This is an optimization exercise on Yosys and OpenROAD, whose aim is small area, a short achievable clock period and few clock cycles per item, not a production implementation. Only simulation tests tie the RTL to the original design; equivalence was not proved. No driver is modelled on the clock port, so clock power and skew are understated where the tree is cut down; a real chip needs a root buffer or a tree. Power and IR drop assume default switching activity.

<file path="design/flow/config.mk">
export PLATFORM = sky130hd
export DESIGN_NAME = apb_fifo
export DESIGN_NICKNAME = apb_fifo
export VERILOG_FILES = /design/flow/design.v
export SDC_FILE = /design/flow/constraint.sdc
export NUM_CORES = 4
export LEC_CHECK = 0
export CAP_MARGIN = 20
export CORE_MARGIN = 2
export CORE_UTILIZATION = 70
export SETUP_SLACK_MARGIN = 3.1
export SLEW_MARGIN = 20
export SYNTH_HIERARCHICAL = 1
export SYNTH_MINIMUM_KEEP_SIZE = 0
export TNS_END_PERCENT = 100
</file>
<file path="design/flow/constraint.sdc">
create_clock -name core_clock -period 5.0 [get_ports {clk}]
set_input_delay 1.0000 -clock core_clock [delete_from_list [all_inputs] [get_ports {clk}]]
set_output_delay 1.0000 -clock core_clock [all_outputs]
set_load 0.01 [all_outputs]
</file>
<file path="design/flow/design.v">
module apb_fifo (
    input  wire        clk,
    input  wire        rst,
    input  wire        psel,
    input  wire [3:0]  paddr,
    input  wire [31:0] pwdata,
    input  wire        penable,
    input  wire        pwrite,
    output wire [31:0] prdata,
    output wire        pready
);
reg [31:0] mem [0:15];    
reg [15:0] vld;           
reg        wacc;          
reg [3:0]  wa;            
reg [3:0]  cnt;           
reg        racc;          
reg        rdo;           
reg [31:0] rdq;           
wire setup = psel & ~penable;
wire full  = (cnt == 4'd15);
wire empty = (cnt == 4'd0);
wire [15:0] wsel = {16{wacc}} & (16'b1 << wa);    
always @(posedge clk or negedge rst) begin
    if (!rst) begin
        rdo  <= 1'b0;
        wacc <= 1'b0;
        racc <= 1'b0;
        cnt  <= 4'd0;
        vld  <= 16'b0;
    end else begin
        rdo  <= setup & (pwrite ? ~full : ~empty);
        wacc <= setup & pwrite & ~full;
        racc <= setup & ~pwrite & ~empty;
        if (wacc)
            cnt <= cnt + 4'd1;
        else if (racc)
            cnt <= cnt - 4'd1;
        vld <= vld | wsel;
    end
end
wire [63:0] rsel;    
genvar c;
generate
    for (c = 0; c < 4; c = c + 1) begin : g_rsel
        apb_fifo_rsel u_rsel (.paddr(paddr), .vld(vld), .sel(rsel[16*c +: 16]));
    end
endgenerate
wire [31:0] rword;
genvar b, k;
generate
    for (b = 0; b < 32; b = b + 1) begin : g_rbit
        wire [7:0] t;
        wire [1:0] u;
        for (k = 0; k < 8; k = k + 1) begin : g_pair
            apb_fifo_aoi22 u_aoi (.a1(rsel[16*(b/8) + 2*k]), .a2(mem[2*k][b]),
                                  .b1(rsel[16*(b/8) + 2*k+1]), .b2(mem[2*k+1][b]), .y(t[k]));
        end
        apb_fifo_and4  u_a0 (.a(t[3:0]), .y(u[0]));
        apb_fifo_and4  u_a1 (.a(t[7:4]), .y(u[1]));
        apb_fifo_nand2 u_nd (.a(u[0]), .b(u[1]), .y(rword[b]));
    end
endgenerate
integer i;
always @(posedge clk) begin
    wa  <= paddr;
    for (i = 0; i < 16; i = i + 1)
        if (wsel[i])
            mem[i] <= pwdata;
    rdq <= rword;
end
assign prdata = rdq;
assign pready = rdo;
endmodule
module apb_fifo_aoi22 (input wire a1, a2, b1, b2, output wire y);
assign y = ~((a1 & a2) | (b1 & b2));
endmodule
module apb_fifo_and4 (input wire [3:0] a, output wire y);
assign y = &a;
endmodule
module apb_fifo_nand2 (input wire a, b, output wire y);
assign y = ~(a & b);
endmodule
module apb_fifo_rsel (
    input  wire [3:0]  paddr,
    input  wire [15:0] vld,
    output wire [15:0] sel
);
assign sel = vld & (16'b1 << paddr);
endmodule
</file>
<file path="design/flow/flow/run.sh">
#!/bin/bash
# Standard layout (bash standard.sh, all ORFS steps), with changes to clock
# tree synthesis and the timing repair that follows it:
#  - TritonCTS builds smaller sink clusters of clkbuf_8 and no dummy loads;
set -euo pipefail
here=$(pwd)
export CTS_ARGS="-sink_clustering_enable -repair_clock_nets -dont_use_dummy_load -sink_clustering_size 16 -sink_clustering_max_diameter 50 -buf_list sky130_fd_sc_hd__clkbuf_8"
# ORFS's own repair after CTS is skipped: post_cts.tcl repairs in steps instead.
export SKIP_CTS_REPAIR_TIMING=1
export FLOW_REPAIR_STEPS="${FLOW_REPAIR_STEPS:-2.5 2.6 2.7 2.8 2.85 2.9 2.95 3.0 3.05 3.1 3.15 3.2}"
export FLOW_FALLBACK_STEPS="2.5 2.6 2.7 2.8 2.9"
export FLOW_DOWNSIZE="${FLOW_DOWNSIZE-^a22oi$}"
export POST_CTS_TCL="$here/flow/post_cts.tcl"
bash standard.sh > "$here/standard.log" 2>&1
</file>
<file path="design/flow/flow/post_cts.tcl">
# Sourced by ORFS's cts.tcl after clock tree synthesis.
source [file join [file dirname [info script]] procs.tcl]

drop_clock_root
set_dont_use {sky130_fd_sc_hd__dlygate* sky130_fd_sc_hd__clkdlybuf* sky130_fd_sc_hd__dlymetal*}
plain_port_buffers
detailed_placement
estimate_parasitics -placement
repair_design_helper
if {$::env(FLOW_DOWNSIZE) ne ""} {
  downsize_all $::env(FLOW_DOWNSIZE)
  detailed_placement
  estimate_parasitics -placement
  repair_design_helper
}
set dir $::env(RESULTS_DIR)
write_db $dir/my_probe.odb
write_sdc $dir/my_probe.sdc
set ::env(FLOW_PROBE_DB) $dir/my_probe.odb
set ::env(FLOW_PROBE_SDC) $dir/my_probe.sdc
set ::env(FLOW_PROBE_PROCS) [file join [file dirname [info script]] procs.tcl]
set probe_log $::env(LOG_DIR)/4_1_cts_probe.log
if {[info exists ::env(OPENROAD_EXE)]} { set exe $::env(OPENROAD_EXE) } else { set exe [info nameofexecutable] }
if {![info exists ::env(FLOW_PERIOD_NS)]} { set ::env(FLOW_PERIOD_NS) 5.0 }
if {[catch {exec $exe -no_init -exit [file join [file dirname [info script]] probe.tcl] > $probe_log 2>@1} err]} {
  puts "probe failed: $err"
}
set best_cost 1e30
set steps {}
set upto {}
foreach line [split [read [set f [open $probe_log]]] "\n"] {
  if {[regexp {^PROBE (\S+) (\S+)} $line -> margin cost]} {
    lappend steps $margin
    if {$cost < $best_cost} { set best_cost $cost; set upto $steps }
  }
}
close $f
if {$upto eq {}} { set upto $::env(FLOW_FALLBACK_STEPS) }
file delete $dir/my_probe.odb $dir/my_probe.sdc

foreach margin $upto {
  repair_timing -setup_margin $margin -repair_tns 100 -verbose
}
detailed_placement
check_placement -verbose
estimate_parasitics -placement
report_clock_latency -clock [all_clocks]
report_worst_slack -max
</file>
<file path="design/flow/flow/probe.tcl">
foreach lef [list $::env(TECH_LEF) {*}$::env(SC_LEF)] { read_lef $lef }
foreach lib $::env(LIB_FILES) { read_liberty $lib }
read_db $::env(FLOW_PROBE_DB)
read_sdc $::env(FLOW_PROBE_SDC)
source $::env(PLATFORM_DIR)/setRC.tcl
set_dont_use $::env(DONT_USE_CELLS)
set_dont_use {sky130_fd_sc_hd__dlygate* sky130_fd_sc_hd__clkdlybuf* sky130_fd_sc_hd__dlymetal*}
source $::env(FLOW_PROBE_PROCS)
set_propagated_clock [all_clocks]
estimate_parasitics -placement
foreach margin $::env(FLOW_REPAIR_STEPS) {
  repair_timing -setup_margin $margin -repair_tns 100
  estimate_parasitics -placement
  set ws [worst_slack -max]
  puts "PROBE $margin [expr {[cell_area] * ($::env(FLOW_PERIOD_NS) - $ws)}] $ws [cell_area]"
}
</file>
<file path="design/flow/flow/procs.tcl">
# Procedures for post_cts.tcl and probe.tcl.

proc drop_clock_root {} {
  set block [ord::get_db_block]
  set clknet [$block findNet clk]
  set roots {}
  foreach it [$clknet getITerms] { lappend roots [$it getInst] }
  if {[llength $roots] != 1} { puts "drop_clock_root: [llength $roots] roots, left alone"; return }
  set root [lindex $roots 0]
  set rnet [[$root findITerm X] getNet]
  set sinks {}
  foreach it [$rnet getITerms] { if {[$it isInputSignal]} { lappend sinks $it } }
  if {[llength $sinks] > 4} { puts "drop_clock_root: root drives [llength $sinks] pins, left alone"; return }
  foreach it $sinks { $it disconnect; $it connect $clknet }
  odb::dbInst_destroy $root
  odb::dbNet_destroy $rnet
  puts "drop_clock_root: clk now drives [llength [$clknet getITerms]] pins"
}

# Port buffers become plain buffers: buf_4 for the address and penable,
# whose paths are the critical ones, buf_2 for the other ports. Timing
# repair then sizes up those that need it.
proc plain_port_buffers {} {
  set db [ord::get_db]
  set big [$db findMaster sky130_fd_sc_hd__buf_4]
  set small [$db findMaster sky130_fd_sc_hd__buf_2]
  set n 0
  foreach inst [[ord::get_db_block] getInsts] {
    if {![regexp {^(input|output)[0-9]+$} [$inst getName]]} { continue }
    set port ""
    foreach it [$inst getITerms] {
      set net [$it getNet]
      if {$net ne "NULL" && [llength [$net getBTerms]] > 0} { set port [[lindex [$net getBTerms] 0] getName] }
    }
    if {[regexp {^(paddr|penable)} $port]} { set m $big } else { set m $small }
    if {[[$inst getMaster] getName] ne [$m getName]} { $inst swapMaster $m; incr n }
  }
  puts "plain_port_buffers: $n swapped"
}

# Every logic cell whose kind (base name) matches the pattern goes to the
# smallest drive strength of that kind; timing repair then sizes up what
# needs it.
proc downsize_all {{pattern .}} {
  set db [ord::get_db]
  set n 0
  set a0 0; set a1 0
  foreach inst [[ord::get_db_block] getInsts] {
    set m [$inst getMaster]
    set name [$m getName]
    if {![regexp {^(sky130_fd_sc_hd__[a-z0-9]+)_([0-9]+)$} $name -> base drive]} { continue }
    if {[regexp {clkbuf|clkinv|dly|tap|fill|decap|conb|diode} $base]} { continue }
    if {![regexp $pattern [regsub {^sky130_fd_sc_hd__} $base {}]]} { continue }
    if {[regexp {^(input|output)[0-9]+$} [$inst getName]]} { continue }
    if {[$inst isFixed]} { continue }
    set best $m
    foreach d {0 1 2} {
      set c [$db findMaster ${base}_$d]
      if {$c ne "NULL" && [$c getWidth] < [$best getWidth]} { set best $c }
    }
    if {$best ne $m} {
      set a0 [expr {$a0 + [$m getWidth]}]; set a1 [expr {$a1 + [$best getWidth]}]
      $inst swapMaster $best
      incr n
    }
  }
  puts "downsize_all: $n cells, width [expr {$a0/1000.0}] -> [expr {$a1/1000.0}] um"
}

# Standard-cell area without tap cells, in um^2.
proc cell_area {} {
  set a 0
  foreach inst [[ord::get_db_block] getInsts] {
    set m [$inst getMaster]
    if {[string match *tapvpwrvgnd* [$m getName]]} { continue }
    set a [expr {$a + [$m getWidth] * [$m getHeight] / 1e6}]
  }
  return $a
}

</file>
<file path="design/flow/standard.sh">
#!/bin/bash
# synth_recipe.tcl (not shown) runs the flow's synth.tcl, then flattens the netlist and writes it again
# the make line also repeats each setting of config.mk as NAME=value (left out here)
make -C /OpenROAD-flow-scripts/flow DESIGN_CONFIG=/design/flow/config.mk WORK_HOME=/design/flow/orfs CLKGATE_MAP_FILE= SYNTH_SCRIPT=/design/flow/synth_recipe.tcl "${@:-finish}"
</file>
==> run_results.csv, run 1 <==
group,metric,value,unit
sta,holdWs,0.5423,ns
drt,finalWirelength,47.45,mm
layout,diodes,0,
power,power.internal,0.006289,W
floorplanning,start_util,70.85,%
setup_path,critPathArrivalTime,0.91,ns
placement,placed_area,23280,sq um
logic_synthesis,syn_nets,1127,
setup_path,start_kind,"register",
drt,via_count,11282,
power,ir_drop,291.1,uV
layout,nets,1289,
layout,finish.instance_area,22720,sq um
floorplanning,rows,64,
global_route,grt_pass1_wl,70.88,mm
setup_path,critPathMaxFanout,1,
sta,fin_crit_sh,38.28,%
sta,final.setup.tns,0,ns
layout,drive_gt1_share,23.49,%
global_route,grt_pass1_vias,11545,
logic_synthesis,synth_warnings,9,
logic_synthesis,synthArstFlopShare,4.028,%
drt,first_pass_iters,5,
logic_synthesis,ys_seq_area_share,77.33,%
layout,area_growth,5.409,%
drt,vias_per_cell,6.883,
logic_synthesis,synth_top_area_cell,"edfxtp_1",
drt,wl_per_cell,28.95,microns
power,pwr-share-seq,68.0,%
power,switchingPower,0.001693,W
logic_synthesis,synth_area_leaders,"edfxtp_1 71%, a22oi_2 15%, dfxtp_1 3.3%, dfrtp_1 2.7%, and4_1 2.6%",
sta,max_freq,522.5,MHz
floorplanning,die_y,179.5,microns
flow_run,cap_violations,0,
logic_synthesis,synth_area,21560,sq um
cts,cts_sinks,571,
cts,path_clk_slew,0.09,ns
logic_synthesis,synthFlopType,"edfxtp_1",
power,p_comb_share,6.0,%
logic_synthesis,synth_edf_count,512,
power,p_leak,7.109,nW
sta,finalHoldViolCount,0,
power,p_clk_share,26.1,%
drt,post-route-drc-count,0,
global_route,overflow,0,
logic_synthesis,synth_cells,1083,
setup_path,critPathCaptureType,"output port",
setup_path,path_buf_inv,1,
placement,detailedPlacementHpwl,27.57,mm
power,swShare,21.21,%
setup_path,cp.required,4.00,ns
drt,drt-initial-drc-count,1155,
sta,slew_headroom,64.79,%
cts,clk-insertion-delay-late,0.41,ns
setup_path,cp_num_cells,1,
placement,dp_slack,1.853,ns
floorplanning,dieArea,32220,sq um
outcome,status,"complete, no violations",
global_route,grt_max_degree,34,
sta,clock_skew,0.04033,ns
sta,fin_crit,1.914,ns
power,finalPower,0.007982,W
sta,worst_pin_slew,0.5281,ns
global_route,antenna_found_initial,1,
logic_synthesis,synth.avg_cell_area,19.91,sq um
sta,setup_viol,0,
sta,fin_ws,3.086,ns
floorplanning,ioPinCount,74,
worst_hold_path,hold_path.class,"reg -> reg",
setup_path,reg2reg_slack,3.13,ns
worst_hold_path,hold_path_depth,2,
setup_path,critPathTopFamily,"flip-flops",
setup_path,rr_worst_depth,3,
floorplanning,die_x,179.5,microns
placement,routabilityCongestion,0.7878,
placement,numPortBuffers,73,
setup_path,critical_path_class,"reg -> out",
drt,final_antenna_net_count,0,
setup_path,crit_chain,"buf_6",
setup_path,cpMaxStageDelayCell,"dfrtp_1",
global_route,track_usage,29.68,%
setup_path,critPathMaxStageDelay,0.39,ns
logic_synthesis,synth_top_area_share,71.32,%
sta,rsz0062_at_grt,"yes",
logic_synthesis,synth-seq-cells,571,
sta,slew_violations,0,
floorplanning,core,30430,sq um
power,p_per_area,351.2,nW/um^2
logic_synthesis,ys_types,33,
-- path summary, 6_finish.rpt --
check                       start   endpoint
min                        cnt[2]     cnt[2]
max                           rdo     pready
min in group asynchronous     rst        rdo
max reg2reg                  wacc  mem[0][1]
min reg2reg                cnt[2]     cnt[2]
max in group asynchronous     rst     vld[1]
-- layout by cell type (no fill, tap or decap), types with 3 or more instances in the layout --
cell	count
nand2_1	34
and4_1	62
and3_4	58
dfxtp_2	11
or2_2	12
buf_2	75
and2_1	7
nor2b_2	7
buf_1	3
nor3_4	4
dfrtp_1	23
edfxtp_1	512
nand2b_1	3
dfxtp_1	24
and4_4	3
buf_4	14
clkbuf_8	46
buf_8	3
or2_1	4
nor2b_1	4
and3_2	6
a22oi_2	12
a22oi_1	244
nor2_1	10
nor2_4	12
buf_6	17
-- routing by layer --
metal	global-route usage, %	part of all wire, %	vias to the layer above
li1	-	-	4841
met1	43.38	40	5746
met2	46.28	47	604
met3	6.483	10	91
met4	8.488	2.5	0
met5	0	0	-
-- cells in the mapped netlist (4+ instances only) --
library cell	instances
and3_1	64
or2_2	12
edfxtp_1	512
and4_1	65
nand2_1	34
a22oi_2	256
nor2b_1	12
nor2_1	23
and2_1	8
or2_1	4
dfxtp_1	36
dfrtp_1	23
and2b_1	4
-- registers in the layout (all words and copies together), names as in the netlist --
register and cells:
rdo 1, wacc 1, rdq 32, cnt 4, racc 1, mem 512
vld 16, wa 4
-- cells by family (layout without fill, tap and decap cells) --
family          Yosys count  in the layout  share of synthesized area, %
flops                   571            571                         77.33
compound gates          263            263                         15.14
simple gates            241            241                         7.156
fa+ha+maj                 3              3                        0.2089
xor+xnor                  2              2                       0.08127
buf+inv                   2            162                       0.03484
mux                       1              1                       0.05223
-- Yosys stat by module (local to each module, per instance) --
module / cell area, sq um / times used / cells
apb_fifo_aoi22: 12.51 / 256 / 1
apb_fifo_nand2: 3.754 / 32 / 1
apb_fifo_rsel: 146.4 / 4 / 24
apb_fifo_and4: 8.758 / 64 / 1
apb_fifo: 17090 / 1 / 635
-- layout make-up --
| type | instances | area, sq um |
|---|---|---|
| timing repair buffer | 116 | 795.8 |
| sequential | 571 | 16690 |
| tap | 396 | 495.5 |
| clock buffer | 44 | 605.6 |
| fill | 1810 | 7705 |
| multi-input combinational | 510 | 4131 |
| inverter | 2 | 7.507 |
-- power by group through the flow --
stage	Combinational (W)	Clock (W)	Sequential (W)
5_1_grt	0.000521	0.00228	0.00543
3_3_place_gp	0.000510	0	0.00552
2_1_floorplan	0.000252	0	0.00549
6_report	0.000478	0.00208	0.00542
3_5_place_dp	0.000528	0	0.00552
-- metrics by stage --
stage | std cells | utilization [%]
after floorplan | 1083 | -
after global placement | 1568 | 76.50
after detailed placement | 1568 | 76.50
after global routing | 1639 | 74.68
final | 1639 | 74.68
Testbench counts, summed over its fixed seeds: cycles 6,400, transfers 3,200.
==> inputs of run 2 (changes only) <==
--- a/design/flow/config.mk
+++ b/design/flow/config.mk
@@ -7,8 +7,8 @@
 export LEC_CHECK = 0
 export CAP_MARGIN = 20
 export CORE_MARGIN = 2
-export CORE_UTILIZATION = 70
-export SETUP_SLACK_MARGIN = 3.1
+export CORE_UTILIZATION = 65
+export SETUP_SLACK_MARGIN = 3.05
 export SLEW_MARGIN = 20
 export SYNTH_HIERARCHICAL = 1
 export SYNTH_MINIMUM_KEEP_SIZE = 0
==> run 2 against run 1 <==
Net effect: cell count increased by 3.6%; first-iteration DRC count increased by 6.0%; die area increased by 7.5%; largest cell class unchanged; highest routed layer unchanged.
==> run_results.csv, run 2 <==
group,metric,value,unit
sta,setup_viol,0,
setup_path,critPathCaptureType,"output port",
floorplanning,ioPinCount,74,
drt,finalWirelength,49.71,mm
drt,final_antenna_net_count,0,
global_route,grt_pass1_vias,11405,
drt,vias_per_cell,6.728,
sta,rsz0062_at_grt,"yes",
placement,placed_area,23190,sq um
logic_synthesis,synth_area_leaders,"edfxtp_1 71%, a22oi_2 15%, dfxtp_1 3.3%, dfrtp_1 2.7%, and4_1 2.6%",
sta,clock_skew,0.03264,ns
layout,nets,1301,
cts,path_clk_slew,0.08,ns
sta,fin_ws,3.090,ns
logic_synthesis,ys_seq_area_share,77.33,%
floorplanning,start_util,66.09,%
global_route,overflow,0,
setup_path,crit_chain,"buf_2",
setup_path,startpoint,"rdo",
sta,fin_crit,1.910,ns
sta,slew_violations,0,
setup_path,start_kind,"register",
sta,max_freq,523.6,MHz
setup_path,critPathMaxFanout,1,
logic_synthesis,synth_edf_count,512,
drt,wl_per_cell,29.27,microns
logic_synthesis,synth-seq-cells,571,
floorplanning,rows,66,
setup_path,cp_num_cells,1,
power,p_per_area,350.2,nW/um^2
layout,area_growth,6.024,%
drt,drt-initial-drc-count,1224,
worst_hold_path,hold_path.class,"reg -> reg",
placement,detailedPlacementHpwl,28.58,mm
setup_path,critPathTopFamily,"flip-flops",
logic_synthesis,synthFlopType,"edfxtp_1",
logic_synthesis,yosys-top-cells-count,"512 x edfxtp_1, 256 x a22oi_2, 65 x and4_1",
placement,routabilityCongestion,0.8403,
layout,drive_gt1_share,23.03,%
logic_synthesis,synth_top_area_cell,"edfxtp_1",
setup_path,reg2reg_slack,3.15,ns
global_route,grt_max_degree,24,
setup_path,r2r_start,"wacc",
flow_run,cap_violations,0,
logic_synthesis,synth.most_common_cell,"edfxtp_1",
logic_synthesis,ys_types,33,
drt,post-route-drc-count,0,
cts,clk-insertion-delay-late,0.40,ns
logic_synthesis,synth_area,21560,sq um
logic_synthesis,synth_top_area_share,71.32,%
cts,cts_sinks,571,
setup_path,critical_path_class,"reg -> out",
drt,first_pass_iters,5,
sta,fin_crit_sh,38.20,%
logic_synthesis,syn_nets,1127,
layout,layout_common_cells,"512 x edfxtp_1, 255 x a22oi_1, 68 x buf_2",
setup_path,rr_worst_depth,4,
outcome,status,"complete, no violations",
layout,finish.instance_area,22860,sq um
layout,top_regs,"mem x512, rdq x32, vld x16",
sta,worst_pin_slew,0.5702,ns
layout,layout_commonest_cell,"edfxtp_1",
setup_path,cpMaxStageDelayCell,"dfrtp_1",
setup_path,critPathArrivalTime,0.91,ns
layout,largest_reg_flops,512,
logic_synthesis,synthArstFlopShare,4.028,%
setup_path,rr_endpoint,"mem[1][27]",
floorplanning,core,32620,sq um
placement,dp_slack,1.697,ns
drt,via_count,11424,
power,ir_drop,245.2,uV
sta,finalHoldViolCount,0,
floorplanning,die_y,186.1,microns
logic_synthesis,synth.avg_cell_area,19.91,sq um
layout,fillerInstances,2150,
sta,final.setup.tns,0,ns
layout,top_register,"mem",
power,p_leak,7.149,nW
setup_path,crit_end,"pready",
floorplanning,dieArea,34640,sq um
setup_path,cp.required,4.00,ns
placement,numPortBuffers,73,
logic_synthesis,synth_cells,1083,
logic_synthesis,synth_warnings,9,
global_route,track_usage,29.69,%
global_route,grt_pass1_wl,72.99,mm
floorplanning,die_x,186.1,microns
setup_path,critPathMaxStageDelay,0.37,ns
setup_path,path_buf_inv,1,
sta,slew_headroom,61.99,%
worst_hold_path,hp-start,"cnt[2]",
global_route,antenna_found_initial,0,
==> run 2: metrics by stage <==
stage	std cells	hold slack (ns)	total power, W	util [%]
3_5_place_dp	1614	0.5270	0.006029	71.09
5_1_grt	1697	0.5912	0.008259	70.07
3_3_place_gp	1614	0.5034	0.006012	71.09
6_report	1698	0.5507	0.008005	70.07
2_1_floorplan	1083	0.4657	0.005727	-
==> run 2: final cells by class <==
cell class,count,area (sq um),share of cell area [%]
clock buffer,45,619.3,2.710
tap,442,553.0,2.420
multi-input combinational,512,4085,17.87
inverter,2,7.507,0.03284
antenna,1,2.502,0.01095
timing repair buffer,125,900.9,3.941
sequential,571,16690,73.01
==> run 2: cell families after synthesis <==
group,count (synthesis),synth area share (%)
flip-flops,571,77.33
multiplexers,1,0.05223
AND/OR/NAND/NOR,241,7.156
buffers and inverters,2,0.03484
adder cells (fa/ha/maj),3,0.2089
XOR/XNOR,2,0.08127
AO/OA/AOI/OAI,263,15.14
==> run 2: power breakdown <==
part / internal [W] / switching, W
Sequential: 0.00530 / 0.000118
Clock: 0.000806 / 0.00130
Combinational: 0.000202 / 0.000278
==> run 2: worst min path at each step <==
| stage | slack, ns | depth (start not counted) | endpoint |
|---|---|---|---|
| detailed placement | 0.53 | 2 | cnt[2] |
| global placement | 0.50 | 2 | cnt[2] |
| finish | 0.55 | 2 | cnt[2] |
| floorplan | 0.47 | 1 | vld[4] |
| global route | 0.59 | 1 | cnt[0] |
==> run 2: layer usage <==
metal | up-vias | share of wire, % | global-route usage (%)
met5 | - | 0 | 0
met1 | 5927 | 41 | 43.94
met4 | 0 | 2.3 | 8.850
li1 | 4872 | - | -
met3 | 83 | 8.0 | 4.148
met2 | 542 | 48 | 46.96
==> run 2: Yosys stat by module (local to each module, per instance) <==
module / cell area, sq um / cells
apb_fifo_rsel: 146.4 / 24
apb_fifo_aoi22: 12.51 / 1
apb_fifo: 17090 / 635
apb_fifo_nand2: 3.754 / 1
apb_fifo_and4: 8.758 / 1
==> inputs of run 3 (changes only) <==
--- a/design/flow/flow/run.sh
+++ b/design/flow/flow/run.sh
@@ -7,7 +7,7 @@
 export CTS_ARGS="-sink_clustering_enable -repair_clock_nets -dont_use_dummy_load -sink_clustering_size 16 -sink_clustering_max_diameter 50 -buf_list sky130_fd_sc_hd__clkbuf_8"
 # ORFS's own repair after CTS is skipped: post_cts.tcl repairs in steps instead.
 export SKIP_CTS_REPAIR_TIMING=1
-export FLOW_REPAIR_STEPS="${FLOW_REPAIR_STEPS:-2.5 2.6 2.7 2.8 2.85 2.9 2.95 3.0 3.05 3.1 3.15 3.2}"
+export FLOW_REPAIR_STEPS="${FLOW_REPAIR_STEPS:-2.5 2.6 2.7 2.8 2.85 2.9 2.93 2.96 2.99 3.02 3.05 3.08 3.11 3.14 3.17 3.2}"
 export FLOW_FALLBACK_STEPS="2.5 2.6 2.7 2.8 2.9"
 export FLOW_DOWNSIZE="${FLOW_DOWNSIZE-^a22oi$}"
 export POST_CTS_TCL="$here/flow/post_cts.tcl"
--- a/design/flow/config.mk
+++ b/design/flow/config.mk
@@ -8,7 +8,7 @@
 export CAP_MARGIN = 20
 export CORE_MARGIN = 2
 export CORE_UTILIZATION = 65
-export SETUP_SLACK_MARGIN = 3.05
+export SETUP_SLACK_MARGIN = 3.1
 export SLEW_MARGIN = 20
 export SYNTH_HIERARCHICAL = 1
 export SYNTH_MINIMUM_KEEP_SIZE = 0
==> run 3 against run 2 <==
Net effect: still clean; die area unchanged; critical endpoint unchanged; sequential power about the same; first-iteration DRC count shrank 3.5%; clock power shrank 2%; power decreased by 0.63%; critical path depth unchanged; highest routed layer unchanged; largest power group unchanged.
==> run_results.csv, run 3 <==
group,metric,value,unit
logic_synthesis,ys_seq_area_share,77.33,%
floorplanning,start_util,66.09,%
sta,fin_crit_sh,38.10,%
global_route,grt_pass1_wl,69.88,mm
global_route,grt_pass1_vias,11131,
layout,layout_common_cells,"512 x edfxtp_1, 245 x a22oi_1, 69 x buf_2",
power,swShare,21.16,%
drt,wl_per_cell,28.25,microns
layout,largest_reg_flops,512,
logic_synthesis,synth_area,21560,sq um
power,p_comb_share,6.0,%
setup_path,cpMaxStageDelayCell,"dfrtp_1",
drt,post-route-drc-count,0,
drt,finalWirelength,47.57,mm
global_route,antenna_found_initial,2,
logic_synthesis,synth_top_area_cell,"edfxtp_1",
logic_synthesis,synth-seq-cells,571,
logic_synthesis,synth_top_area_share,71.32,%
placement,detailedPlacementHpwl,28.29,mm
global_route,overflow,0,
floorplanning,core,32620,sq um
layout,diodes,0,
setup_path,cp.required,4.00,ns
power,power.internal,0.006272,W
logic_synthesis,synth_cells,1083,
sta,finalHoldViolCount,0,
outcome,status,"complete, no violations",
placement,placed_cells,1614,
logic_synthesis,synth_edf_count,512,
sta,rsz0062_at_grt,"yes",
sta,final.setup.tns,0,ns
worst_hold_path,hp-start,"cnt[2]",
global_route,grt_max_degree,34,
setup_path,critPathCaptureType,"output port",
power,p_leak,7.085,nW
setup_path,critPathTopFamily,"flip-flops",
power,p_clk_share,25.9,%
logic_synthesis,synthArstFlopShare,4.028,%
power,p_per_area,349.2,nW/um^2
logic_synthesis,synth.most_common_cell,"edfxtp_1",
sta,setup_viol,0,
layout,drive_gt1_share,23.51,%
setup_path,rr_endpoint,"mem[0][30]",
floorplanning,rows,66,
sta,fin_ws,3.095,ns
cts,path_clk_slew,0.09,ns
sta,slew_violations,0,
setup_path,path_buf_inv,1,
cts,cts_sinks,571,
setup_path,critical_path_class,"reg -> out",
sta,max_freq,524.9,MHz
floorplanning,ioPinCount,74,
logic_synthesis,synth_area_leaders,"edfxtp_1 71%, a22oi_2 15%, dfxtp_1 3.3%, dfrtp_1 2.7%, and4_1 2.6%",
logic_synthesis,synth.avg_cell_area,19.91,sq um
drt,drt-initial-drc-count,1181,
logic_synthesis,yosys-top-cells-count,"512 x edfxtp_1, 256 x a22oi_2, 65 x and4_1",
layout,instances_no_fill,1684,
global_route,track_usage,28.15,%
sta,worst_pin_slew,0.5682,ns
setup_path,critPathMaxStageDelay,0.38,ns
sta,fin_crit,1.905,ns
placement,dp_slack,1.814,ns
setup_path,critPathArrivalTime,0.91,ns
setup_path,crit_chain,"buf_2",
layout,area_growth,5.670,%
setup_path,start_kind,"register",
worst_hold_path,hold_path.class,"reg -> reg",
floorplanning,dieArea,34640,sq um
power,switchingPower,0.001683,W
drt,first_pass_iters,5,
logic_synthesis,syn_nets,1127,
placement,placed_area,23340,sq um
power,pwr-share-seq,68.1,%
layout,top_register,"mem",
layout,top_regs,"mem x512, rdq x32, vld x16",
power,ir_drop,290.1,uV
sta,clock_skew,0.04410,ns
floorplanning,die_y,186.1,microns
logic_synthesis,synth_warnings,9,
floorplanning,die_x,186.1,microns
logic_synthesis,synthFlopType,"edfxtp_1",
setup_path,reg2reg_slack,3.14,ns
flow_run,cap_violations,0,
setup_path,critPathMaxFanout,1,
layout,layout_commonest_cell,"edfxtp_1",
setup_path,r2r_start,"wacc",
cts,clk-insertion-delay-late,0.41,ns
logic_synthesis,ys_types,33,
drt,via_count,11031,
drt,vias_per_cell,6.550,
layout,fillerInstances,2111,
worst_hold_path,hold_path_depth,2,
drt,final_antenna_net_count,0,
worst_hold_path,whs_endpoint,"cnt[2]",
placement,numPortBuffers,73,
layout,nets,1288,
layout,finish.instance_area,22780,sq um
placement,routabilityCongestion,0.7863,
setup_path,rr_worst_depth,4,
sta,slew_headroom,62.12,%
## run 3: cell counts after synthesis
No cell type changed its count.
## run 3: area by class of cell
type | instances | area, sq um | area share, %
multi-input combinational | 510 | 4130 | 18.13
timing repair buffer | 116 | 800.8 | 3.515
tap | 442 | 553.0 | 2.428
sequential | 571 | 16700 | 73.30
clock buffer | 43 | 591.8 | 2.598
inverter | 2 | 7.507 | 0.03295
## run 3: worst max path at each step
stage	startpoint	end	depth (start not counted)
after floorplan	wa[0]	mem[5][0]	2
after global placement	paddr[2]	rdq[15]	6
after global routing	rdq[18]	prdata[18]	1
final	rdo	pready	1
after detailed placement	paddr[2]	rdq[18]	6
## run 3: cells by family (layout without fill, tap and decap cells)
family | after synthesis | in the layout | synth area share, %
buf+inv | 2 | 161 | 0.03484
simple gates | 241 | 241 | 7.156
mux | 1 | 1 | 0.05223
xor+xnor | 2 | 2 | 0.08127
fa+ha+maj | 3 | 3 | 0.2089
flops | 571 | 571 | 77.33
compound gates | 263 | 263 | 15.14
## run 3: metal layers
layer  share of wire, %  vias to the layer above  track usage, %
li1                   -                     4842               -
met1                 42                     5640           41.94
met2                 48                      486           45.20
met3                8.2                       63           4.246
met4                1.6                        0           5.858
met5                  0                        -               0
## run 3: Yosys stat by module, one instance, submodules excluded
module,area [sq um],flip-flops and latches,cells inside,times used
apb_fifo_aoi22,12.51,0,1,256
apb_fifo_and4,8.758,0,1,64
apb_fifo,17090,571,635,1
apb_fifo_nand2,3.754,0,1,32
apb_fifo_rsel,146.4,0,24,4
## run 3: metrics by stage
step                      power, W  util [%]  hold WS (ns)
after floorplan           0.005740         -        0.4657
after global placement    0.006032     71.55        0.5065
after detailed placement  0.006045     71.55        0.5228
after global routing      0.008213     69.84        0.5900
final                     0.007955     69.84        0.5317
## run 3: power groups by stage
stage	Clock, W	Combinational (W)	Sequential (W)
after floorplan	0	0.000252	0.00549
after global placement	0	0.000512	0.00552
after detailed placement	0	0.000526	0.00552
after global routing	0.00226	0.000521	0.00543
final	0.00206	0.000474	0.00542
==> inputs of run 4 (changes only) <==
--- a/design/flow/flow/run.sh
+++ b/design/flow/flow/run.sh
@@ -7,7 +7,7 @@
 export CTS_ARGS="-sink_clustering_enable -repair_clock_nets -dont_use_dummy_load -sink_clustering_size 16 -sink_clustering_max_diameter 50 -buf_list sky130_fd_sc_hd__clkbuf_8"
 # ORFS's own repair after CTS is skipped: post_cts.tcl repairs in steps instead.
 export SKIP_CTS_REPAIR_TIMING=1
-export FLOW_REPAIR_STEPS="${FLOW_REPAIR_STEPS:-2.5 2.6 2.7 2.8 2.85 2.9 2.93 2.96 2.99 3.02 3.05 3.08 3.11 3.14 3.17 3.2}"
+export FLOW_REPAIR_STEPS="${FLOW_REPAIR_STEPS:-2.5 2.6 2.7 2.8 2.85 2.9 2.95 3.0 3.05 3.1 3.15 3.2}"
 export FLOW_FALLBACK_STEPS="2.5 2.6 2.7 2.8 2.9"
 export FLOW_DOWNSIZE="${FLOW_DOWNSIZE-^a22oi$}"
 export POST_CTS_TCL="$here/flow/post_cts.tcl"
--- a/design/flow/flow/post_cts.tcl
+++ b/design/flow/flow/post_cts.tcl
@@ -2,6 +2,7 @@
 source [file join [file dirname [info script]] procs.tcl]
 
 drop_clock_root
+upsize_clock_l1
 set_dont_use {sky130_fd_sc_hd__dlygate* sky130_fd_sc_hd__clkdlybuf* sky130_fd_sc_hd__dlymetal*}
 plain_port_buffers
 detailed_placement
--- a/design/flow/flow/procs.tcl
+++ b/design/flow/flow/procs.tcl
@@ -15,6 +15,12 @@
   odb::dbInst_destroy $root
   odb::dbNet_destroy $rnet
   puts "drop_clock_root: clk now drives [llength [$clknet getITerms]] pins"
+}
+
+# The buffers the clock port drives become clkbuf_16.
+proc upsize_clock_l1 {} {
+  set m16 [[ord::get_db] findMaster sky130_fd_sc_hd__clkbuf_16]
+  foreach it [[[ord::get_db_block] findNet clk] getITerms] { [$it getInst] swapMaster $m16 }
 }
 
 # Port buffers become plain buffers: buf_4 for the address and penable,
==> run 4 against run 3 <==
Net effect: combinational power increased by 3%; via count increased by 1.5%; core utilization increased by 1.0 points; clock-buffer cell count unchanged; critical path type is now in -> reg.
==> run_results.csv, run 4 <==
group,metric,value,unit
logic_synthesis,synth_top_area_share,71.32,%
sta,max_freq,528.8,MHz
cts,clk-insertion-delay-late,0.36,ns
logic_synthesis,synth_area,21560,sq um
setup_path,cpMaxStageDelayCell,"and3_4",
setup_path,start_kind,"primary input",
setup_path,rr_worst_depth,4,
global_route,grt_pass1_vias,11063,
layout,instances_no_fill,1688,
setup_path,rr_endpoint,"mem[0][30]",
floorplanning,ioPinCount,74,
setup_path,critical_path_class,"in -> reg",
layout,area_growth,7.202,%
layout,fillerInstances,2070,
floorplanning,die_x,186.1,microns
logic_synthesis,synth_edf_count,512,
layout,multi_input_area,4357,sq um
drt,finalWirelength,48.18,mm
logic_synthesis,synth_top_area_cell,"edfxtp_1",
setup_path,critPathMaxStageDelay,0.32,ns
power,pwr-share-seq,67.4,%
setup_path,crit_chain,"buf_8 -> nor2b_2 -> and3_4 -> a22oi_2 -> and4_1 -> nand2_1",
layout,layout_commonest_cell,"edfxtp_1",
layout,regArea,16690,sq um
layout,layout_common_cells,"512 x edfxtp_1, 211 x a22oi_1, 75 x buf_2",
worst_hold_path,hold_path_depth,2,
logic_synthesis,ys_seq_area_share,77.33,%
setup_path,r2r_start,"wacc",
sta,rsz0062_at_grt,"yes",
worst_hold_path,hp-start,"cnt[2]",
power,p_clk_share,26.5,%
power,swShare,21.00,%
sta,worst_pin_slew,0.5718,ns
power,p_per_area,348.0,nW/um^2
placement,numPortBuffers,73,
global_route,grt_max_degree,34,
sta,fin_crit_sh,37.82,%
layout,finish.instance_area,23110,sq um
layout,drive_gt1_share,26.83,%
floorplanning,rows,66,
logic_synthesis,synth_warnings,9,
drt,vias_per_cell,6.633,
global_route,overflow,0,
logic_synthesis,synthArstFlopShare,4.028,%
setup_path,critPathCaptureType,"register",
logic_synthesis,yosys-top-cells-count,"512 x edfxtp_1, 256 x a22oi_2, 65 x and4_1",
logic_synthesis,ys_types,33,
worst_hold_path,whs_endpoint,"cnt[2]",
setup_path,critPathMaxFanout,17,
setup_path,cp.required,5.30,ns
drt,post-route-drc-count,0,
placement,detailedPlacementHpwl,28.29,mm
layout,top_register,"mem",
sta,slew_violations,0,
setup_path,critPathTopFamily,"simple AND/OR/NAND/NOR gates",
logic_synthesis,synthFlopType,"edfxtp_1",
drt,wl_per_cell,28.54,microns
setup_path,cp_num_cells,6,
setup_path,path_buf_inv,1,
logic_synthesis,synth_cells,1083,
sta,final.setup.tns,0,ns
drt,final_antenna_net_count,0,
floorplanning,core,32620,sq um
global_route,grt_pass1_wl,69.78,mm
placement,placed_cells,1614,
placement,placed_area,23340,sq um
logic_synthesis,synth-seq-cells,571,
layout,top_regs,"mem x512, rdq x32, vld x16",
outcome,status,"complete, no violations",
worst_hold_path,hold_path.class,"reg -> reg",
floorplanning,dieArea,34640,sq um
sta,fin_crit,1.891,ns
drt,drt-initial-drc-count,1052,
sta,finalHoldViolCount,0,
floorplanning,start_util,66.09,%
logic_synthesis,synth_area_leaders,"edfxtp_1 71%, a22oi_2 15%, dfxtp_1 3.3%, dfrtp_1 2.7%, and4_1 2.6%",
power,p_leak,7.199,nW
sta,slew_headroom,61.88,%
cts,cts_sinks,571,
power,switchingPower,0.001689,W
logic_synthesis,synth.avg_cell_area,19.91,sq um
floorplanning,die_y,186.1,microns
sta,setup_viol,0,
setup_path,startpoint,"paddr[1]",
setup_path,reg2reg_slack,3.15,ns
cts,path_clk_slew,0.09,ns
setup_path,critPathArrivalTime,2.19,ns
power,p_comb_share,6.1,%
logic_synthesis,synth.most_common_cell,"edfxtp_1",
power,power.internal,0.006354,W
power,ir_drop,293.2,uV
layout,largest_reg_flops,512,
placement,routabilityCongestion,0.7863,
global_route,antenna_found_initial,2,
logic_synthesis,syn_nets,1127,
sta,holdWs,0.5340,ns
sta,clock_skew,0.03865,ns
layout,nets,1291,
drt,first_pass_iters,5,
drt,via_count,11196,
flow_run,cap_violations,0,
global_route,track_usage,28.18,%
power,finalPower,0.008043,W
## run 4: cell families (layout without fill, tap and decap cells)
kind of cell	after synthesis	after routing	synth area share, %
multiplexers	1	1	0.05223
AO/OA/AOI/OAI	263	263	15.14
AND/OR/NAND/NOR	241	241	7.156
adder cells (fa/ha/maj)	3	3	0.2089
XOR/XNOR	2	2	0.08127
buffers and inverters	2	164	0.03484
flip-flops	571	571	77.33
other	0	1	0
## run 4: power by group through the flow
stage                     clock network (W)  logic (W)  registers, W
after floorplan                           0   0.000252       0.00549
after global placement                    0   0.000512       0.00552
after detailed placement                  0   0.000526       0.00552
after global routing                0.00235   0.000535       0.00542
final                               0.00213   0.000489       0.00542
## run 4: cell type report
class	count	share of cell area, %
diodes	1	0.01083
clock buffers	43	2.756
inverters	2	0.03248
multi-input cells	510	18.85
flip-flops and latches	571	72.20
well taps	442	2.393
repair buffers	119	3.757
## run 4: stage by stage
| step | setup slack (ns) | utilization [%] |
|---|---|---|
| after global routing | 3.088 | 70.84 |
| after floorplan | 2.894 | - |
| after global placement | 1.868 | 71.55 |
| after detailed placement | 1.814 | 71.55 |
| final | 3.109 | 70.85 |
## run 4: worst max-delay path by stage
| stage | end |
|---|---|
| floorplan | mem[5][0] |
| global placement | rdq[15] |
| detailed placement | rdq[18] |
| global route | rdq[22] |
| finish | rdq[4] |
## run 4: Yosys stat by module (local to each module, per instance)
module	cells	flops+latches
apb_fifo	635	571
apb_fifo_rsel	24	0
apb_fifo_and4	1	0
apb_fifo_nand2	1	0
apb_fifo_aoi22	1	0
## run 4: per-layer routing
metal / share of wire (%) / GRT usage, % / up-vias / wire length, microns
met5: 0 / 0 / - / 0
met2: 48 / 45.32 / 515 / 23110
met1: 42 / 41.50 / 5763 / 20360
met3: 8.3 / 4.911 / 58 / 3989
met4: 1.5 / 5.732 / 0 / 711
li1: - / - / 4860 / -
## run 4: tightest hold or removal path: stages (launching register included)
cell	delay, ns
dfrtp_1	0.38
nand2_1	0.05
o21ai_0	0.07
==> inputs of run 5 (changes only) <==
--- a/design/flow/flow/run.sh
+++ b/design/flow/flow/run.sh
@@ -4,7 +4,7 @@
 #  - TritonCTS builds smaller sink clusters of clkbuf_8 and no dummy loads;
 set -euo pipefail
 here=$(pwd)
-export CTS_ARGS="-sink_clustering_enable -repair_clock_nets -dont_use_dummy_load -sink_clustering_size 16 -sink_clustering_max_diameter 50 -buf_list sky130_fd_sc_hd__clkbuf_8"
+export CTS_ARGS="-sink_clustering_enable -repair_clock_nets -dont_use_dummy_load -sink_clustering_size 20 -sink_clustering_max_diameter 60 -buf_list sky130_fd_sc_hd__clkbuf_8"
 # ORFS's own repair after CTS is skipped: post_cts.tcl repairs in steps instead.
 export SKIP_CTS_REPAIR_TIMING=1
 export FLOW_REPAIR_STEPS="${FLOW_REPAIR_STEPS:-2.5 2.6 2.7 2.8 2.85 2.9 2.95 3.0 3.05 3.1 3.15 3.2}"
--- a/design/flow/flow/post_cts.tcl
+++ b/design/flow/flow/post_cts.tcl
@@ -2,7 +2,6 @@
 source [file join [file dirname [info script]] procs.tcl]
 
 drop_clock_root
-upsize_clock_l1
 set_dont_use {sky130_fd_sc_hd__dlygate* sky130_fd_sc_hd__clkdlybuf* sky130_fd_sc_hd__dlymetal*}
 plain_port_buffers
 detailed_placement
--- a/design/flow/flow/procs.tcl
+++ b/design/flow/flow/procs.tcl
@@ -15,12 +15,6 @@
   odb::dbInst_destroy $root
   odb::dbNet_destroy $rnet
   puts "drop_clock_root: clk now drives [llength [$clknet getITerms]] pins"
-}
-
-# The buffers the clock port drives become clkbuf_16.
-proc upsize_clock_l1 {} {
-  set m16 [[ord::get_db] findMaster sky130_fd_sc_hd__clkbuf_16]
-  foreach it [[[ord::get_db_block] findNet clk] getITerms] { [$it getInst] swapMaster $m16 }
 }
 
 # Port buffers become plain buffers: buf_4 for the address and penable,
==> run 5 against run 4 <==
Net effect: wire length down 1.7%; sequential share of layout area rose by 1.6 points; worst hold slack gained 0.0034 ns; power shrank 3.1%; non-clock buffer count fell by 7; synthesized cell count stayed put; critical path type is now reg -> out; largest power group unchanged.
==> run_results.csv, run 5 <==
group,metric,value,unit
outcome,status,"complete, no violations",
logic_synthesis,synth-seq-cells,571,
sta,holdWs,0.5375,ns
drt,first_pass_iters,5,
placement,detailedPlacementHpwl,28.29,mm
global_route,overflow,0,
logic_synthesis,yosys-top-cells-count,"512 x edfxtp_1, 256 x a22oi_2, 65 x and4_1",
cts,cts_sinks,571,
power,p_leak,7.022,nW
layout,top_regs,"mem x512, rdq x32, vld x16",
logic_synthesis,synth_area,21560,sq um
sta,clock_skew,0.02434,ns
layout,multi_input_area,4134,sq um
floorplanning,core,32620,sq um
drt,final_antenna_net_count,0,
logic_synthesis,synth.most_common_cell,"edfxtp_1",
floorplanning,rows,66,
cts,path_clk_slew,0.09,ns
drt,wl_per_cell,28.32,microns
setup_path,start_kind,"register",
logic_synthesis,ys_types,33,
power,p_per_area,344.6,nW/um^2
sta,rsz0062_at_grt,"yes",
logic_synthesis,ys_seq_area_share,77.33,%
layout,fillerInstances,2127,
logic_synthesis,syn_nets,1127,
drt,drt-initial-drc-count,1089,
sta,fin_crit_sh,38.37,%
setup_path,critPathArrivalTime,0.92,ns
flow_run,cap_violations,0,
drt,finalWirelength,47.38,mm
sta,setup_viol,0,
global_route,grt_pass1_vias,11014,
sta,slew_violations,0,
setup_path,critPathCaptureType,"output port",
logic_synthesis,synth_area_leaders,"edfxtp_1 71%, a22oi_2 15%, dfxtp_1 3.3%, dfrtp_1 2.7%, and4_1 2.6%",
setup_path,cpMaxStageDelayCell,"dfxtp_1",
sta,final.setup.tns,0,ns
power,power.internal,0.006147,W
power,swShare,21.16,%
setup_path,critical_path_class,"reg -> out",
global_route,grt_pass1_wl,69.54,mm
placement,routabilityCongestion,0.7863,
floorplanning,die_x,186.1,microns
layout,nets,1277,
logic_synthesis,synth_edf_count,512,
logic_synthesis,synth_warnings,9,
layout,diodes,0,
layout,area_growth,4.945,%
sta,worst_pin_slew,0.5654,ns
drt,via_count,11007,
sta,max_freq,521.3,MHz
logic_synthesis,synth.avg_cell_area,19.91,sq um
setup_path,critPathMaxStageDelay,0.39,ns
worst_hold_path,hold_path.class,"reg -> reg",
power,p_comb_share,6.0,%
layout,layout_commonest_cell,"edfxtp_1",
sta,slew_headroom,62.31,%
power,pwr-share-seq,69.5,%
global_route,track_usage,28.03,%
power,switchingPower,0.001650,W
drt,vias_per_cell,6.579,
drt,post-route-drc-count,0,
sta,fin_crit,1.918,ns
global_route,grt_max_degree,34,
layout,drive_gt1_share,23.07,%
setup_path,critPathMaxFanout,1,
logic_synthesis,synthFlopType,"edfxtp_1",
layout,layout_common_cells,"512 x edfxtp_1, 243 x a22oi_1, 73 x buf_2",
global_route,antenna_found_initial,1,
logic_synthesis,synth_top_area_cell,"edfxtp_1",
layout,regArea,16700,sq um
layout,top_register,"mem",
power,p_clk_share,24.5,%
sta,finalHoldViolCount,0,
logic_synthesis,synthArstFlopShare,4.028,%
setup_path,cp.required,4.00,ns
floorplanning,ioPinCount,74,
placement,numPortBuffers,73,
layout,postLayoutCoreUtil,69.36,%
logic_synthesis,synth_cells,1083,
floorplanning,die_y,186.1,microns
setup_path,critPathTopFamily,"flip-flops",
logic_synthesis,synth_top_area_share,71.32,%
power,ir_drop,308.2,uV
floorplanning,dieArea,34640,sq um
setup_path,crit_chain,"buf_2",
cts,clk-insertion-delay-late,0.39,ns
floorplanning,start_util,66.09,%
layout,largest_reg_flops,512,
setup_path,path_buf_inv,1,
## run 5: worst paths after layout
kind                        start          to  slack (ns)  cells past startpoint
setup / recovery           rdq[3]   prdata[3]        3.08                      1
hold / removal             cnt[2]      cnt[2]        0.54                      2
setup reg to reg             wacc  mem[4][19]        3.10                      4
hold reg to reg            cnt[2]      cnt[2]        0.54                      2
max in group asynchronous     rst     vld[12]        4.01                      1
min in group asynchronous     rst      cnt[3]        0.59                      1
## run 5: worst register-to-register path: stages, from the launching register on
cell and delay [ns]:
dfrtp_1 0.46, or3b_4 0.48, nor2_4 0.18, buf_1 0.18
buf_2 0.28
## run 5: final cells by class
| class | instances | area share [%] |
|---|---|---|
| multi-input combinational | 510 | 18.27 |
| tap | 442 | 2.444 |
| inverter | 2 | 0.03318 |
| timing repair buffer | 112 | 3.263 |
| sequential | 571 | 73.80 |
| clock buffer | 36 | 2.190 |
## run 5: metal layers
| metal | part of all wire [%] | up-vias | GRT usage (%) |
|---|---|---|---|
| li1 | - | 4826 | - |
| met1 | 42 | 5673 | 41.86 |
| met2 | 48 | 450 | 45.13 |
| met3 | 7.5 | 58 | 3.737 |
| met4 | 1.6 | 0 | 6.142 |
| met5 | 0 | - | 0 |
## run 5: kinds of logic (layout without fill, tap and decap cells)
logic type,Yosys count,in the layout,share of synthesized area (%)
flip-flops,571,571,77.33
AO/OA/AOI/OAI,263,263,15.14
AND/OR/NAND/NOR,241,241,7.156
adder cells (fa/ha/maj),3,3,0.2089
XOR/XNOR,2,2,0.08127
buffers and inverters,2,150,0.03484
multiplexers,1,1,0.05223
## run 5: power groups by stage
stage	logic [W]	clock network, W	registers, W
6_report	0.000468	0.00191	0.00542
3_3_place_gp	0.000512	0	0.00552
5_1_grt	0.000515	0.00210	0.00543
2_1_floorplan	0.000252	0	0.00549
3_5_place_dp	0.000526	0	0.00552
## run 5: per-stage QoR
step           std cells  area (sq um)  power (W)  setup WS (ns)
2_1_floorplan       1083         21870   0.005740          2.894
3_3_place_gp        1614         23340   0.006032          1.868
3_5_place_dp        1614         23340   0.006045          1.814
5_1_grt             1673         22620   0.008045          3.056
6_report            1673         22620   0.007797          3.082
## run 5: modules after synthesis (local to each module, per instance)
module          cells inside  times used  area (sq um)  flops+latches
apb_fifo_rsel             24           4         146.4              0
apb_fifo_aoi22             1         256         12.51              0
apb_fifo                 635           1         17090            571
apb_fifo_and4              1          64         8.758              0
apb_fifo_nand2             1          32         3.754              0
==> inputs of run 6 (changes only) <==
==> design/flow/flow/run.sh (replaced) <==
#!/bin/bash
# The standard layout (bash standard.sh runs every ORFS step), with these
# changes after placement, made through ORFS's CTS_ARGS and POST_CTS_TCL:
#  - TritonCTS builds sink clusters of at most 16 registers, each driven by a
#    clkbuf_8, and inserts no dummy loads;
set -euo pipefail
here=$(pwd)
export CTS_ARGS="-sink_clustering_enable -repair_clock_nets -dont_use_dummy_load -sink_clustering_size 16 -sink_clustering_max_diameter 50 -buf_list sky130_fd_sc_hd__clkbuf_8"
# ORFS's own repair after CTS is skipped: post_cts.tcl repairs in steps instead.
export SKIP_CTS_REPAIR_TIMING=1
export FLOW_REPAIR_STEPS="${FLOW_REPAIR_STEPS:-2.5 2.6 2.7 2.8 2.85 2.9 2.95 3.0 3.05 3.1 3.15 3.2}"
export FLOW_FALLBACK_STEPS="2.5 2.6 2.7 2.8 2.9"
export FLOW_DOWNSIZE="${FLOW_DOWNSIZE-^a22oi$}"
export POST_CTS_TCL="$here/flow/post_cts.tcl"
bash standard.sh > "$here/standard.log" 2>&1
==> run 6 against run 5 <==
Net effect: still clean on timing, DRC and antenna; clock skew up 0.019 ns; power rose by 2.1%; flip-flop and latch count stayed put; cell count increased by 0.60%; worst hold slack worse by 0.0041 ns; critical path depth is the same; global-route usage grew 0.13 points; area after synthesis unchanged; clock power increased by 8%; fmax is 0.63% higher; highest routed layer unchanged.
==> run_results.csv, run 6 <==
group,metric,value,unit
logic_synthesis,synth_top_area_cell,"edfxtp_1",
layout,largest_reg_flops,512,
layout,top_regs,"mem x512, rdq x32, vld x16",
layout,nets,1287,
global_route,grt_pass1_vias,11126,
floorplanning,die_y,186.1,microns
outcome,status,"complete, no violations",
sta,clock_skew,0.04322,ns
worst_hold_path,hold_path_depth,2,
logic_synthesis,synth_edf_count,512,
drt,finalWirelength,47.69,mm
setup_path,critPathMaxFanout,1,
setup_path,cpMaxStageDelayCell,"dfrtp_1",
setup_path,critPathArrivalTime,0.91,ns
cts,clk-insertion-delay-late,0.41,ns
floorplanning,rows,66,
sta,rsz0062_at_grt,"yes",
placement,numPortBuffers,73,
floorplanning,dieArea,34640,sq um
sta,final.setup.tns,0,ns
logic_synthesis,ys_seq_area_share,77.33,%
power,p_per_area,349.0,nW/um^2
drt,wl_per_cell,28.33,microns
setup_path,cp.required,4.00,ns
worst_hold_path,hp-start,"cnt[2]",
layout,fillerInstances,2111,
placement,routabilityCongestion,0.7863,
setup_path,critical_path_class,"reg -> out",
global_route,grt_max_degree,34,
drt,post-route-drc-count,0,
logic_synthesis,syn_nets,1127,
layout,multi_input_area,4165,sq um
logic_synthesis,synth_area_leaders,"edfxtp_1 71%, a22oi_2 15%, dfxtp_1 3.3%, dfrtp_1 2.7%, and4_1 2.6%",
setup_path,start_kind,"register",
sta,fin_crit,1.906,ns
logic_synthesis,synthArstFlopShare,4.028,%
logic_synthesis,ys_types,33,
logic_synthesis,synth_area,21560,sq um
floorplanning,start_util,66.09,%
logic_synthesis,synth_top_area_share,71.32,%
worst_hold_path,whs_endpoint,"cnt[2]",
setup_path,reg2reg_slack,3.14,ns
global_route,antenna_found_initial,1,
logic_synthesis,synthFlopType,"edfxtp_1",
sta,worst_pin_slew,0.5736,ns
global_route,track_usage,28.16,%
logic_synthesis,synth-seq-cells,571,
sta,slew_violations,0,
placement,detailedPlacementHpwl,28.29,mm
power,ir_drop,289.4,uV
floorplanning,core,32620,sq um
layout,area_growth,5.798,%
setup_path,path_buf_inv,1,
cts,cts_sinks,571,
drt,drt-initial-drc-count,1194,
layout,layout_common_cells,"512 x edfxtp_1, 240 x a22oi_1, 69 x buf_2",
layout,diodes,0,
layout,instances_no_fill,1683,
cts,path_clk_slew,0.09,ns
worst_hold_path,hold_path.class,"reg -> reg",
drt,final_antenna_net_count,0,
sta,setup_viol,0,
sta,fin_crit_sh,38.13,%
setup_path,rr_endpoint,"mem[0][30]",
logic_synthesis,yosys-top-cells-count,"512 x edfxtp_1, 256 x a22oi_2, 65 x and4_1",
power,p_leak,7.103,nW
layout,top_register,"mem",
logic_synthesis,synth.avg_cell_area,19.91,sq um
logic_synthesis,synth_cells,1083,
setup_path,r2r_start,"wacc",
sta,holdWs,0.5334,ns
flow_run,cap_violations,0,
setup_path,rr_worst_depth,4,
layout,postLayoutCoreUtil,69.92,%
setup_path,critPathTopFamily,"flip-flops",
global_route,grt_pass1_wl,69.88,mm
logic_synthesis,synth_warnings,9,
layout,drive_gt1_share,24.25,%
sta,max_freq,524.6,MHz
drt,vias_per_cell,6.544,
layout,regArea,16700,sq um
setup_path,crit_chain,"buf_2",
drt,first_pass_iters,5,
placement,placed_cells,1614,
floorplanning,die_x,186.1,microns
sta,finalHoldViolCount,0,
floorplanning,ioPinCount,74,
drt,via_count,11013,
sta,slew_headroom,61.76,%
logic_synthesis,synth.most_common_cell,"edfxtp_1",
setup_path,critPathCaptureType,"output port",
setup_path,critPathMaxStageDelay,0.38,ns
layout,layout_commonest_cell,"edfxtp_1",
global_route,overflow,0,
==> run 6: area by class of cell <==
type / instances / share of cell area [%]
clock buffers: 43 / 2.595
inverters: 2 / 0.03291
multi-input cells: 510 / 18.26
flip-flops and latches: 571 / 73.21
well taps: 442 / 2.425
repair buffers: 115 / 3.478
==> run 6: report_power, final <==
part           internal [W]  switching, W
Clock              0.000774       0.00129
Sequential          0.00530      0.000121
Combinational      0.000200      0.000277
Total               0.00627       0.00169
==> run 6: cells by family (layout without fill, tap and decap cells) <==
family | count (synthesis) | after routing | share of synthesized area [%]
buffers and inverters | 2 | 160 | 0.03484
adders and majority gates | 3 | 3 | 0.2089
muxes | 1 | 1 | 0.05223
DFF | 571 | 571 | 77.33
and+or+nand+nor | 241 | 241 | 7.156
xor gates and xnor gates | 2 | 2 | 0.08127
AOI/OAI and AO/OA | 263 | 263 | 15.14
==> run 6: Yosys stat by module (local to each module, per instance) <==
module,area (sq um),cells inside,times used,flip-flops and latches
apb_fifo_rsel,146.4,24,4,0
apb_fifo_and4,8.758,1,64,0
apb_fifo_aoi22,12.51,1,256,0
apb_fifo,17090,635,1,571
apb_fifo_nand2,3.754,1,32,0
==> run 6: layer usage <==
| layer | track usage, % | vias to the layer above | wire [microns] |
|---|---|---|---|
| li1 | - | 4839 | - |
| met1 | 41.93 | 5653 | 20220 |
| met2 | 45.29 | 462 | 23030 |
| met3 | 4.246 | 59 | 3708 |
| met4 | 5.764 | 0 | 735 |
| met5 | 0 | - | 0 |
==> run 6: worst max-delay path by stage <==
| stage | start | endpoint | slack, ns | cells past startpoint |
|---|---|---|---|---|
| 2_1_floorplan | wa[0] | mem[5][0] | 2.89 | 2 |
| 3_3_place_gp | paddr[2] | rdq[15] | 1.87 | 6 |
| 3_5_place_dp | paddr[2] | rdq[18] | 1.81 | 6 |
| 5_1_grt | rdq[18] | prdata[18] | 3.06 | 1 |
| 6_report | rdo | pready | 3.09 | 1 |
==> run 6: through the flow <==
step | power [W] | setup slack [ns] | cell area (sq um)
after floorplan | 0.005740 | 2.894 | 21870
after global placement | 0.006032 | 1.868 | 23340
after detailed placement | 0.006045 | 1.814 | 23340
after global routing | 0.008215 | 3.060 | 22810
final | 0.007960 | 3.094 | 22810
==> inputs of run 7 (changes only) <==
--- a/design/flow/design.v
+++ b/design/flow/design.v
@@ -14,7 +14,7 @@
 reg        wacc;          
 reg [3:0]  wa;            
 reg [3:0]  cnt;           
-reg        racc;          
+reg        rdy;           
 reg        rdo;           
 reg [31:0] rdq;           
 wire setup = psel & ~penable;
@@ -23,19 +23,15 @@
 wire [15:0] wsel = {16{wacc}} & (16'b1 << wa);    
 always @(posedge clk or negedge rst) begin
     if (!rst) begin
-        rdo  <= 1'b0;
+        rdy  <= 1'b0;
         wacc <= 1'b0;
-        racc <= 1'b0;
         cnt  <= 4'd0;
         vld  <= 16'b0;
     end else begin
-        rdo  <= setup & (pwrite ? ~full : ~empty);
+        rdy  <= setup & (pwrite ? ~full : ~empty);
         wacc <= setup & pwrite & ~full;
-        racc <= setup & ~pwrite & ~empty;
-        if (wacc)
-            cnt <= cnt + 4'd1;
-        else if (racc)
-            cnt <= cnt - 4'd1;
+        if (rdy)
+            cnt <= pwrite ? cnt + 4'd1 : cnt - 4'd1;
         vld <= vld | wsel;
     end
 end
@@ -63,6 +59,7 @@
 endgenerate
 integer i;
 always @(posedge clk) begin
+    rdo <= setup & (pwrite ? ~full : ~empty);
     wa  <= paddr;
     for (i = 0; i < 16; i = i + 1)
         if (wsel[i])
--- a/design/flow/flow/run.sh
+++ b/design/flow/flow/run.sh
@@ -1,8 +1,7 @@
 #!/bin/bash
-# The standard layout (bash standard.sh runs every ORFS step), with these
-# changes after placement, made through ORFS's CTS_ARGS and POST_CTS_TCL:
-#  - TritonCTS builds sink clusters of at most 16 registers, each driven by a
-#    clkbuf_8, and inserts no dummy loads;
+# Standard layout (bash standard.sh, all ORFS steps), with changes to clock
+# tree synthesis and the timing repair that follows it:
+#  - TritonCTS builds smaller sink clusters of clkbuf_8 and no dummy loads;
 set -euo pipefail
 here=$(pwd)
 export CTS_ARGS="-sink_clustering_enable -repair_clock_nets -dont_use_dummy_load -sink_clustering_size 16 -sink_clustering_max_diameter 50 -buf_list sky130_fd_sc_hd__clkbuf_8"
--- a/design/flow/flow/post_cts.tcl
+++ b/design/flow/flow/post_cts.tcl
@@ -41,6 +41,9 @@
 foreach margin $upto {
   repair_timing -setup_margin $margin -repair_tns 100 -verbose
 }
+# Give back area where the worst slack does not need it.
+estimate_parasitics -placement
+greedy_downsize
 detailed_placement
 check_placement -verbose
 estimate_parasitics -placement
--- a/design/flow/flow/procs.tcl
+++ b/design/flow/flow/procs.tcl
@@ -78,3 +78,39 @@
   return $a
 }
 
+# Take logic cells down one drive strength at a time, keeping each change
+# only if the worst setup slack stays within tol of where it started.
+proc greedy_downsize {{tol 0.002}} {
+  set db [ord::get_db]
+  set ws0 [worst_slack -max]
+  set n 0
+  set saved 0
+  foreach inst [[ord::get_db_block] getInsts] {
+    set m [$inst getMaster]
+    set name [$m getName]
+    if {![regexp {^(sky130_fd_sc_hd__[a-z0-9]+)_([0-9]+)$} $name -> base drive]} { continue }
+    if {[regexp {clkbuf|clkinv|dly|tap|fill|decap|conb|diode|df|edf} $base]} { continue }
+    # candidate sizes smaller than the current one, largest first
+    set cands {}
+    foreach d {8 6 4 3 2 1 0} {
+      if {$d >= $drive} { continue }
+      set c [$db findMaster ${base}_$d]
+      if {$c ne "NULL" && [$c getWidth] < [$m getWidth]} { lappend cands $c }
+    }
+    set cur $m
+    foreach c $cands {
+      set sta_inst [sta::find_instance [$inst getName]]
+      replace_cell $sta_inst [sta::find_liberty_cell [$c getName]]
+      estimate_parasitics -placement
+      if {[worst_slack -max] < $ws0 - $tol} {
+        replace_cell $sta_inst [sta::find_liberty_cell [$cur getName]]
+        estimate_parasitics -placement
+        break
+      }
+      set saved [expr {$saved + ([$cur getWidth] - [$c getWidth]) * [$cur getHeight] / 1e6}]
+      set cur $c
+      incr n
+    }
+  }
+  puts "greedy_downsize: $n steps, [format %.1f $saved] um2 saved, worst slack $ws0 -> [worst_slack -max]"
+}
--- a/design/flow/config.mk
+++ b/design/flow/config.mk
@@ -7,7 +7,7 @@
 export LEC_CHECK = 0
 export CAP_MARGIN = 20
 export CORE_MARGIN = 2
-export CORE_UTILIZATION = 65
+export CORE_UTILIZATION = 55
 export SETUP_SLACK_MARGIN = 3.1
 export SLEW_MARGIN = 20
 export SYNTH_HIERARCHICAL = 1
==> run 7 against run 6 <==
Net effect: sequential share of layout area rose by 0.50 points; critical path type is now in -> reg; clock skew is 0.011 ns higher; largest power group unchanged; combinational power shrank 3%; core utilization decreased by 11 points; power up 0.98%; sequential power about the same; clock-buffer cell count rose by 3; setup slack worse by 0.036 ns; area after synthesis about the same; clock power rose by 4%.
==> run_results.csv, run 7 <==
group,metric,value,unit
setup_path,start_kind,"primary input",
logic_synthesis,ys_seq_area_share,77.23,%
layout,drive_gt1_share,18.25,%
worst_hold_path,hold_path.class,"reg -> reg",
setup_path,cp.required,5.33,ns
global_route,overflow,0,
floorplanning,dieArea,40840,sq um
worst_hold_path,hp-start,"mem[11][23]",
placement,placed_area,23460,sq um
drt,post-route-drc-count,0,
floorplanning,core,38650,sq um
placement,detailedPlacementHpwl,29.71,mm
drt,vias_per_cell,6.276,
setup_path,critical_path_class,"in -> reg",
sta,fin_crit,1.942,ns
global_route,track_usage,26.36,%
sta,fin_crit_sh,38.84,%
layout,layout_common_cells,"512 x edfxtp_1, 255 x a22oi_1, 64 x and4_1",
cts,clk-insertion-delay-late,0.43,ns
cts,cts_sinks,571,
layout,largest_reg_flops,512,
layout,diodes,0,
sta,slew_violations,0,
layout,top_register,"mem",
logic_synthesis,syn_nets,1131,
drt,drt-initial-drc-count,1041,
power,p_leak,6.977,nW
sta,worst_pin_slew,0.7821,ns
drt,wl_per_cell,29.76,microns
logic_synthesis,synth.most_common_cell,"edfxtp_1",
setup_path,startpoint,"paddr[2]",
placement,numPortBuffers,73,
drt,first_pass_iters,5,
sta,max_freq,514.9,MHz
cts,path_clk_slew,0.09,ns
logic_synthesis,synth.avg_cell_area,19.85,sq um
logic_synthesis,synth_area_leaders,"edfxtp_1 71%, a22oi_2 15%, dfxtp_1 3.4%, and4_1 2.6%, dfrtp_1 2.6%",
power,ir_drop,269.6,uV
floorplanning,ioPinCount,74,
logic_synthesis,ys_types,35,
global_route,grt_pass1_wl,76.91,mm
logic_synthesis,synth_top_area_cell,"edfxtp_1",
layout,layout_commonest_cell,"edfxtp_1",
sta,slew_headroom,47.81,%
placement,routabilityCongestion,0.8572,
logic_synthesis,synthFlopType,"edfxtp_1",
floorplanning,rows,72,
layout,finish.instance_area,22640,sq um
sta,finalHoldViolCount,0,
logic_synthesis,synthArstFlopShare,3.853,%
drt,finalWirelength,52.91,mm
logic_synthesis,synth-seq-cells,571,
sta,rsz0062_at_grt,"yes",
layout,area_growth,4.911,%
floorplanning,start_util,55.84,%
sta,final.setup.tns,0,ns
floorplanning,die_x,202.1,microns
layout,nets,1306,
setup_path,critPathMaxFanout,17,
global_route,grt_max_degree,25,
drt,final_antenna_net_count,0,
global_route,antenna_found_initial,2,
sta,setup_viol,0,
logic_synthesis,synth_cells,1087,
power,p_per_area,355.1,nW/um^2
floorplanning,die_y,202.1,microns
drt,via_count,11159,
setup_path,critPathArrivalTime,2.27,ns
setup_path,r2r_start,"wacc",
global_route,grt_pass1_vias,11220,
outcome,status,"complete, no violations",
## run 7: worst paths after layout
check	slack [ns]	end	cells past startpoint
max	3.06	rdq[12]	6
min	0.58	rdq[23]	3
max reg2reg	3.10	mem[12][21]	4
min reg2reg	0.58	rdq[23]	3
max in group asynchronous	3.94	cnt[2]	1
min in group asynchronous	0.59	rdy	1
## run 7: final cells by class
cell class | instances | area (sq um)
multi-input combinational | 516 | 3944
sequential | 571 | 16690
tap | 518 | 648.1
clock buffer | 46 | 633.1
inverter | 2 | 11.26
timing repair buffer | 125 | 716.9
fill | 2985 | 16010
## run 7: cell families after synthesis
family                     after synthesis  synth area share (%)
AOI/OAI and AO/OA                      261                 15.00
xor gates and xnor gates                 2               0.08119
adders and majority gates                3                0.2087
buffers and inverters                    3               0.08698
DFF                                    571                 77.23
muxes                                    2               0.09857
and+or+nand+nor                        245                 7.294
## run 7: critical path, stage by stage
cell,delay (ns)
buf_4,0.19
nor2b_1,0.29
and3_2,0.37
a22oi_1,0.11
and4_1,0.24
nand2_1,0.06
## run 7: per-layer routing
layer  GRT usage (%)  up-vias  wire length, microns
li1                -     4892                     -
met1           37.48     5779                 22540
met2           42.03      394                 25140
met3           5.514       90                  3770
met4           6.749        4                  1426
met5               0        -                    29
## run 7: per-module statistics from Yosys, one instance, submodules excluded
module	flops+latches	area, sq um
apb_fifo_nand2	0	3.754
apb_fifo_rsel	0	146.4
apb_fifo	571	17110
apb_fifo_and4	0	8.758
apb_fifo_aoi22	0	12.51
## run 7: through the flow
step / instances / total power, W / hold slack [ns] / util, % / setup slack, ns
6_report: 1778 / 0.008038 / 0.5805 / 58.58 / 3.058
5_1_grt: 1778 / 0.008313 / 0.6002 / 58.58 / 2.994
3_3_place_gp: 1694 / 0.006063 / 0.5795 / 60.72 / 1.928
3_5_place_dp: 1694 / 0.006069 / 0.5841 / 60.71 / 1.892
2_1_floorplan: 1087 / 0.005757 / 0.4657 / - / 2.823
## run 7: where the power goes
part | internal [W] | switching, W
Sequential | 0.00530 | 0.000124
Clock | 0.000824 | 0.00132
Combinational | 0.000188 | 0.000275
Total | 0.00632 | 0.00172
Testbench counts of run 7, summed over its fixed seeds: cycles 6,400, transfers 3,200.
